Source: an optimization exercise on an open RTL-to-GDS flow (aim: small area). Production flows keep margins and buffers that such runs may drop.
Function was checked by simulation only, so behaviour that the tests miss may differ from the original.
Power is estimated from default activity; no workload was simulated.

## JK
==> flow/design.v <==
`timescale 1ns/10ps
module IOTDF( clk, rst, in_en, iot_in, fn_sel, busy, valid, iot_out);
input          clk;
input          rst;
input          in_en;
input  [7:0]   iot_in;
input  [2:0]   fn_sel;
output         busy;
output         valid;
output [127:0] iot_out;
wire f_max  = (fn_sel == 3'd1);
wire f_min  = (fn_sel == 3'd2);
wire f_avg  = (fn_sel == 3'd3);
wire f_ext  = (fn_sel == 3'd4);
wire f_exc  = (fn_sel == 3'd5);
wire f_pmax = (fn_sel == 3'd6);
wire f_pmin = (fn_sel == 3'd7);
wire f_peak = f_pmax | f_pmin;
wire lo_mode = f_min | f_pmin;           
reg  [3:0] bcnt;         
reg  [2:0] wcnt;         
reg        rnd0;         
reg        pass;         
reg  [3:0] pcnt;         
wire last_b  = in_en & (bcnt == 4'd15);
wire first_b = (bcnt == 4'd0);
always @(posedge clk or posedge rst) begin
	if (rst) begin
		bcnt <= 4'd0;
		wcnt <= 3'd0;
		rnd0 <= 1'b1;
		pass <= 1'b0;
	end else begin
		if (in_en) bcnt <= bcnt + 4'd1;
		if (last_b) wcnt <= wcnt + 3'd1;
		if (last_b & (wcnt == 3'd7)) rnd0 <= 1'b0;
		if (f_avg & last_b & (wcnt == 3'd7)) pass <= 1'b1;
		else if (pcnt == 4'd15) pass <= 1'b0;
	end
end
reg  [127:0] ra;         
reg  [127:0] rb;         
reg  [119:0] ro;         
reg  [14:0]  pc;         
reg  [2:0]   x3;         
reg          eb, gb;     
reg          ea, ga;     
reg          fd, fq, ff;  
wire [7:0] ha = ra[127:120];
wire [7:0] hb = rb[127:120];
function [1:0] cmp8;
	input [7:0] a, b;
	reg gt, lt;
	integer j;
	begin
		gt = 1'b0;
		lt = 1'b0;
		for (j = 0; j <= 7; j = j + 1) begin
			gt = (a[j] & ~b[j]) | (a[j] & gt) | (~b[j] & gt);
			lt = (~a[j] & b[j]) | (~a[j] & lt) | (b[j] & lt);
		end
		cmp8 = {gt, ~(gt | lt)};
	end
endfunction
wire eb_e = first_b | eb;
wire gb_e = ~first_b & gb;
wire [1:0] cb = cmp8(iot_in, hb);
wire b_eq = cb[0];
wire b_bt = lo_mode ? ~(cb[1] | cb[0]) : cb[1];
wire b_first = (f_peak ? rnd0 : 1'b1) & (wcnt == 3'd0);
wire b_sel = b_first | f_avg | gb_e | (eb_e & b_bt);
wire [7:0] tb = b_sel ? iot_in : hb;
wire ea_e = first_b | ea;
wire ga_e = ~first_b & ga;
wire [1:0] ca = cmp8(iot_in, ha);
wire a_eq = ca[0];
wire a_bt = lo_mode ? ~(ca[1] | ca[0]) : ca[1];
wire a_win = ga_e | (ea_e & a_bt);      
reg cin;
reg [7:0] la_s;
reg       la_p;
integer k;
always @(*) begin
	cin = 1'b0;
	for (k = 15; k >= 1; k = k - 1) begin
		la_s = ra[127-8*k -: 8];
		la_p = (k <= 14) ? pc[k] : 1'b0;
		cin = (&la_s[7:1]) & ((la_s[0] & la_p) | (la_s[0] & cin) | (la_p & cin));
	end
end
wire       w1    = (wcnt == 3'd1);
wire       a_w0  = f_avg & w1 & ~pass;
wire [7:0] add_a = a_w0 ? hb : ha;
wire [7:0] add_b = pass ? {7'd0, cin} : (iot_in & {8{f_avg}});
wire       add_c = f_avg & ~a_w0 & pc[0];
reg  [8:0] add_s;
reg        add_k;
integer    m;
always @(*) begin
	add_k = add_c;
	for (m = 0; m < 8; m = m + 1) begin
		add_s[m] = add_a[m] ^ add_b[m] ^ add_k;
		add_k = (add_a[m] & add_b[m]) | (add_a[m] & add_k) | (add_b[m] & add_k);
	end
	add_s[8] = add_k;
end
wire [2:0] x3_i  = ((w1 & ~pass) ? 3'd0 : x3) + add_s[8];
wire [2:0] top3  = (pcnt == 4'd0) ? x3_i : x3;
wire [7:0] avg_o = {top3, add_s[7:3]};
wire in_ff = (iot_in == 8'hFF);
wire d0 = f_ext ? ((iot_in >= 8'h70) & (iot_in < 8'hAF)) :
                  ((iot_in < 8'h7F) | (iot_in >= 8'hC0));
wire q0 = f_ext ? (iot_in == 8'hAF) : (iot_in == 8'h7F);
wire x_cond = ga | (ea & ~(ff & in_ff));
wire copy_b = f_max | f_min | (f_peak & rnd0);
wire [7:0] to = copy_b ? tb : (f_avg ? avg_o : iot_in);
assign iot_out = {ro, to};
assign busy = 1'b0;
assign valid = f_avg ? (pass & (pcnt == 4'd15)) :
               (last_b & ((f_max | f_min) ? (wcnt == 3'd7) :
                          (f_ext | f_exc) ? x_cond :
                          f_peak ? (rnd0 ? (wcnt == 3'd7) : a_win) : 1'b0));
wire en_a = f_avg ? (pass | (in_en & (wcnt != 3'd0))) : in_en;
wire [7:0] ta = (f_peak & (wcnt == 3'd7)) ? tb : add_s[7:0];
always @(posedge clk)
	pcnt <= pass ? pcnt + 4'd1 : 4'd0;
always @(posedge clk) begin
	ro <= {ro[111:0], to};
	eb <= eb_e & b_eq;
	gb <= gb_e | (eb_e & b_bt);
	ea <= (f_ext | f_exc) ? (first_b ? q0 : ea) : (ea_e & a_eq);
	ga <= (f_ext | f_exc) ? (first_b ? d0 : ga) : a_win;
	ff <= first_b | (ff & in_ff);
	if (in_en)
		rb <= {rb[119:0], tb};
	if (en_a) begin
		ra <= {ra[119:0], ta};
		pc <= {~pass & ~first_b & add_s[8], pc[14:1]};
	end
	if (pass)
		x3 <= add_s[2:0];
	else if (f_avg & in_en & (wcnt != 3'd0) & first_b)
		x3 <= x3_i;
end
endmodule
Settings: LEC_CHECK=0, ABC_AREA=1, CAP_MARGIN=20, CORE_MARGIN=2, CORE_UTILIZATION=50, SLEW_MARGIN=20; clock period 12.0 ns.
standard.sh (not shown) runs the stock make flow with config.mk's settings and CLKGATE_MAP_FILE= SYNTH_SCRIPT=/design/flow/synth_recipe.tcl, a recipe that flattens the netlist after the stock synthesis.
==> flow/flow/run.sh <==
#!/bin/bash
# Layout flow: the standard ORFS flow (standard.sh) with three changes:
#  - synthesis is the standard flow's synth_recipe.tcl unchanged, except that its final
#    technology-mapping abc call runs flow/abc_area_deep.script (a longer
#    area-oriented ABC script). Flip-flops are mapped before that call by
#    dfflibmap and are left as they are, so registers keep their names and cells.
#  - port buffers use sky130_fd_sc_hd__buf_1 (every port is still buffered).
#  - CTS clusters sinks with clkbuf_8 buffers and inserts no dummy loads.
# Each tool's full output stays in the ORFS logs under orfs/logs; make's output
# goes to flow.log in this folder.
set -uo pipefail
W=$(pwd)
{
  echo 'proc abc {args} { set i [lsearch -exact $args -script]; if {$i >= 0} { lset args [expr {$i + 1}] $::env(OWN_ABC_SCRIPT) }; yosys abc {*}$args }'
  cat "$W/synth_recipe.tcl"
} > "$W/synth_own.tcl"
export OWN_ABC_SCRIPT="$W/flow/abc_area_deep.script"
bash "$W/standard.sh" \
  SYNTH_SCRIPT="$W/synth_own.tcl" \
  ABC_AREA=1 \
  BUFFER_PORTS_ARGS="-buffer_cell sky130_fd_sc_hd__buf_1" \
  CTS_ARGS="-sink_clustering_enable -repair_clock_nets -dont_use_dummy_load -sink_clustering_size 20 -sink_clustering_max_diameter 60 -buf_list sky130_fd_sc_hd__clkbuf_8" \
  finish > "$W/flow.log" 2>&1
rc=$?
mkdir -p "$W/logs_copy"
cp -r "$W/orfs/logs/." "$W/logs_copy/" 2>/dev/null || true
exit $rc
==> flow/flow/abc_area_deep.script <==
strash
&get -n
&deepsyn -T 60
&put
dch -f
map -a
topo
stime -c
buffer -c
upsize -c
dnsize -c
JK finished every step from synthesis to the final layout, and the layout passed the timing, design-rule and antenna checks.
Inputs modified between JK and MS:
diff --git a/flow/design.v b/flow/design.v
--- a/flow/design.v
+++ b/flow/design.v
@@ -22,5 +22,4 @@
 reg        rnd0;         
 reg        pass;         
-reg  [3:0] pcnt;         
 wire last_b  = in_en & (bcnt == 4'd15);
 wire first_b = (bcnt == 4'd0);
@@ -46,5 +45,6 @@
 reg          eb, gb;     
 reg          ea, ga;     
-reg          fd, fq, ff;  
+wire [3:0]   pcnt = {ga, ea, gb, eb};
+wire [3:0]   pcnt_n = pass ? pcnt + 4'd1 : 4'd0;
 wire [7:0] ha = ra[127:120];
 wire [7:0] hb = rb[127:120];
@@ -112,5 +112,5 @@
                   ((iot_in < 8'h7F) | (iot_in >= 8'hC0));
 wire q0 = f_ext ? (iot_in == 8'hAF) : (iot_in == 8'h7F);
-wire x_cond = ga | (ea & ~(ff & in_ff));
+wire x_cond = ga | (ea & ~(gb & in_ff));
 wire copy_b = f_max | f_min | (f_peak & rnd0);
 wire [7:0] to = copy_b ? tb : (f_avg ? avg_o : iot_in);
@@ -123,13 +123,10 @@
 wire en_a = f_avg ? (pass | (in_en & (wcnt != 3'd0))) : in_en;
 wire [7:0] ta = (f_peak & (wcnt == 3'd7)) ? tb : add_s[7:0];
-always @(posedge clk)
-	pcnt <= pass ? pcnt + 4'd1 : 4'd0;
 always @(posedge clk) begin
 	ro <= {ro[111:0], to};
-	eb <= eb_e & b_eq;
-	gb <= gb_e | (eb_e & b_bt);
-	ea <= (f_ext | f_exc) ? (first_b ? q0 : ea) : (ea_e & a_eq);
-	ga <= (f_ext | f_exc) ? (first_b ? d0 : ga) : a_win;
-	ff <= first_b | (ff & in_ff);
+	eb <= f_avg ? pcnt_n[0] : (eb_e & b_eq);
+	gb <= f_avg ? pcnt_n[1] : (f_ext | f_exc) ? (first_b | (gb & in_ff)) : (gb_e | (eb_e & b_bt));
+	ea <= f_avg ? pcnt_n[2] : (f_ext | f_exc) ? (first_b ? q0 : ea) : (ea_e & a_eq);
+	ga <= f_avg ? pcnt_n[3] : (f_ext | f_exc) ? (first_b ? d0 : ga) : a_win;
 	if (in_en)
 		rb <= {rb[119:0], tb};
### Flow results
- Compared with JK, MS shows a higher number of antenna violations at the first check in global routing.
- Combinational group share of total power, JK and MS: higher on MS
- MS: final critical delay including setup and external delays is 0.21 ns higher than what JK reported.
- Going from JK to MS, sequential fraction of the synthesis area shrinks by 0.28 points.
- Biggest cell delay along the critical path (MS over JK): increase, 0.06 ns

-- static timing again, ports no longer ideal --
The flow's constraints put no driver on any port. The routed layouts listed below were extracted and timed again, unchanged, in two steps. Step 1: set_driving_cell puts a clkbuf_16 on clk and a buf_2 on each other input, an assumption about the parent block. Step 2, shift: input delay + t, output delay - t, t = (earliest + latest rising clock arrival at the registers) / 2. This alone moves slack from input paths to output paths. Three values: ideal, step 1, step 2; two values: the first two.
run	t (ns)	setup slack, ns	hold slack, ns	latest minus earliest clock arrival (ns)
JK	0.592	1.461 / 1.424 / 1.424	0.324 / 0.324 / 0.324	0.065 / 0.066
MS	0.601	1.247 / 1.227 / 1.227	0.337 / 0.337 / 0.337	0.070 / 0.071
After both steps setup and hold are still met in every run listed. For JK, which loses most, drivers alone change the setup slack by -0.037 ns; drivers and shift together by -0.037 ns.
